This is an optimization exercise on Yosys and OpenROAD, whose aim is small area, not a production implementation.
In this exercise RTL edits were held to simulation tests only and were not proved equivalent to the original.
No activity file was given, so power comes from the tool's default toggle rates.

==> flow/design.v (excerpt) <==
module IDStage(
  input         clock,
  input         reset,
  input  [31:0] io_IF_Instr,
  input  [31:0] io_IF_PC,
  output [3:0]  io_EX_A_ALUOP,
  output [2:0]  io_EX_A_ALUSrc1Ctrl,
  output [2:0]  io_EX_A_ALUSrc2Ctrl,
  output        io_EX_A_WordALUEn,
  output [2:0]  io_EX_A_WordALUOP,
  output        io_EX_B_MEMREn,
  output [2:0]  io_EX_B_MEMRCtrl,
  output        io_EX_B_MEMWEn,
  output [2:0]  io_EX_B_MEMWCtrl,
  output        io_EX_C_RegWEn,
  output [1:0]  io_EX_C_RegWSrc,
  output [4:0]  io_EX_C_Rd,
  output        io_EX_D_Rs1REn,
  output        io_EX_D_Rs2REn,
  output [4:0]  io_EX_D_Rs1,
  output [4:0]  io_EX_D_Rs2,
  output [31:0] io_EX_E_PC,
  output [63:0] io_EX_E_Imm,
  output [63:0] io_EX_E_RData1,
  output [63:0] io_EX_E_RData2,
  input         io_WB_RegWEn,
  input  [63:0] io_WB_WData,
  input  [4:0]  io_WB_Rd,
  output [31:0] io_PC_PC,
  output        io_HAZARD_JumpEn,
  input  [1:0]  io_DATAPATH_Rs1Ctrl,
  input  [1:0]  io_DATAPATH_Rs2Ctrl,
  input  [63:0] io_DATAPATH_MEMData,
  input  [63:0] io_DATAPATH_WBData
);
Size in the first run: roughly 5,100 cells after synthesis, ~2,000 flip-flops, ~570 I/O pins, roughly 85,000 um2 of cells after synthesis.
clock: 12.5 ns
lec_check: 0
cap_margin: 20
core_margin: 2
core_utilization: 40
cts_cluster_diameter: 100
cts_cluster_size: 20
place_density: 0.65
setup_slack_margin: 0.5
slew_margin: 20
synth_hierarchical: 1
standard.sh (not shown) runs the stock make flow with config.mk's settings and CLKGATE_MAP_FILE= SYNTH_SCRIPT=/design/flow/synth_recipe.tcl, a recipe that flattens the netlist after the stock synthesis.
==> flow/flow/run.sh <==
#!/bin/bash
# Standard ORFS layout, except that the port buffers are the smallest buffer cell.
set -euo pipefail
bash standard.sh BUFFER_PORTS_ARGS="-buffer_cell sky130_fd_sc_hd__buf_1" finish > standard_flow.log 2>&1
Rerun with:
--- a/flow/design.v
+++ b/flow/design.v
@@ -163,48 +163,48 @@
   assign imm[19:12] = (isU | isJAL) ? ins[19:12] : {8{sgn}};
   assign imm[11]    = isBR ? ins[7] : (isJAL ? ins[20] : ((isI | isST) & ins[31]));
   assign imm[10:5]  = (isI | isST | isBR | isJAL) ? ins[30:25] : 6'h0;
   assign imm[4:1]   = (isI | isJAL) ? ins[24:21] : ((isST | isBR) ? ins[11:8] : 4'h0);
   assign imm[0]     = isI ? ins[20] : (isST ? ins[7] : 1'b0);
   assign io_EX_E_Imm = imm;
   wire [4:0] wrd = io_WB_Rd;
   wire [63:0] wdz = io_WB_WData & {64{~reset}};
   wire [63:0] rq [0:31];
   assign rq[0] = 64'h0;
+  wire [31:1] we;                
   genvar i;
   generate
     for (i = 1; i < 32; i = i + 1) begin : gr
       reg [63:0] q;
+      assign we[i] = io_WB_RegWEn & (wrd == i);
       always @(posedge clock)
-        if (reset | (io_WB_RegWEn & (wrd == i))) q <= wdz;
+        if (reset | we[i]) q <= wdz;
       assign rq[i] = q;
     end
   endgenerate
   wire wnz = io_WB_RegWEn & (wrd != 5'h0);
   wire byp1 = wnz & (wrd == rs1);
   wire byp2 = wnz & (wrd == rs2);
   wire rf1 = io_DATAPATH_Rs1Ctrl[0] == io_DATAPATH_Rs1Ctrl[1];
   wire rf2 = io_DATAPATH_Rs2Ctrl[0] == io_DATAPATH_Rs2Ctrl[1];
   wire s1m = io_DATAPATH_Rs1Ctrl == 2'd1;
   wire s1w = io_DATAPATH_Rs1Ctrl == 2'd2;
   wire s2m = io_DATAPATH_Rs2Ctrl == 2'd1;
   wire s2w = io_DATAPATH_Rs2Ctrl == 2'd2;
   wire s1b = rf1 & byp1;
   wire s2b = rf2 & byp2;
-  wire rr1 = rf1 & ~byp1;
-  wire rr2 = rf2 & ~byp2;
   wire [33:0] sel1, sel2;
   wire [63:0] src [0:33];
   generate
     for (i = 1; i < 32; i = i + 1) begin : gs
-      assign sel1[i-1] = rr1 & (rs1 == i);
-      assign sel2[i-1] = rr2 & (rs2 == i);
+      assign sel1[i-1] = rf1 & ~we[i] & (rs1 == i);
+      assign sel2[i-1] = rf2 & ~we[i] & (rs2 == i);
       assign src[i-1] = rq[i];
     end
   endgenerate
   assign sel1[33:31] = {s1b, s1w, s1m};
   assign sel2[33:31] = {s2b, s2w, s2m};
   assign src[31] = io_DATAPATH_MEMData;
   assign src[32] = io_DATAPATH_WBData;
   assign src[33] = io_WB_WData;
   wire [63:0] rd1, rd2;
   genvar b, g;
=> The new run completed without violations. Clock-buffer cell count stays the same. Worst setup slack is better by 0.10 ns. Via count goes down by 1.2%. Fmax goes up by 0.85%. Global-route usage goes down by 0.73 points. Power stays flat. First-iteration DRC count goes down by 9.7%. Wire length goes down by 2.7%. Clock power goes up by about 1%. Die area is about the same. Combinational power goes down by about 3%. Sequential power hardly moves. Critical path depth goes down by 9. Sequential share of layout area goes up by 0.38 points.

-- afterwards: timing with drivers on the ports --
The flow's constraints put no driver on any port. The routed layouts listed below were extracted and timed again, unchanged, in two steps.
Step 1, drivers: a clkbuf_16 drives clock and a buf_2 each remaining input, both assumed.
Step 2, shift: input delay + t, output delay - t, t = (earliest + latest rising clock arrival at the registers) / 2. This alone moves slack from input paths to output paths.
a / b / c = no drivers / after step 1 / after step 2; a / b = the first two.
| run | shift t [ns] | setup WS [ns] | hold WS [ns] | clock arrival spread, ns | pins driven straight from the clock port |
|---|---|---|---|---|---|
| the first run | 0.859 | 0.296 / 0.253 / 0.253 | 2.145 / 2.085 / 2.944 | 0.087 / 0.088 | 1 |
| the second run | 0.866 | 0.400 / 0.277 / 0.277 | 2.156 / 2.116 / 2.982 | 0.080 / 0.080 | 1 |
After both steps every run listed still meets setup and hold. For the second run, which loses most, drivers alone change the setup slack by -0.123 ns; drivers and shift together by -0.123 ns.
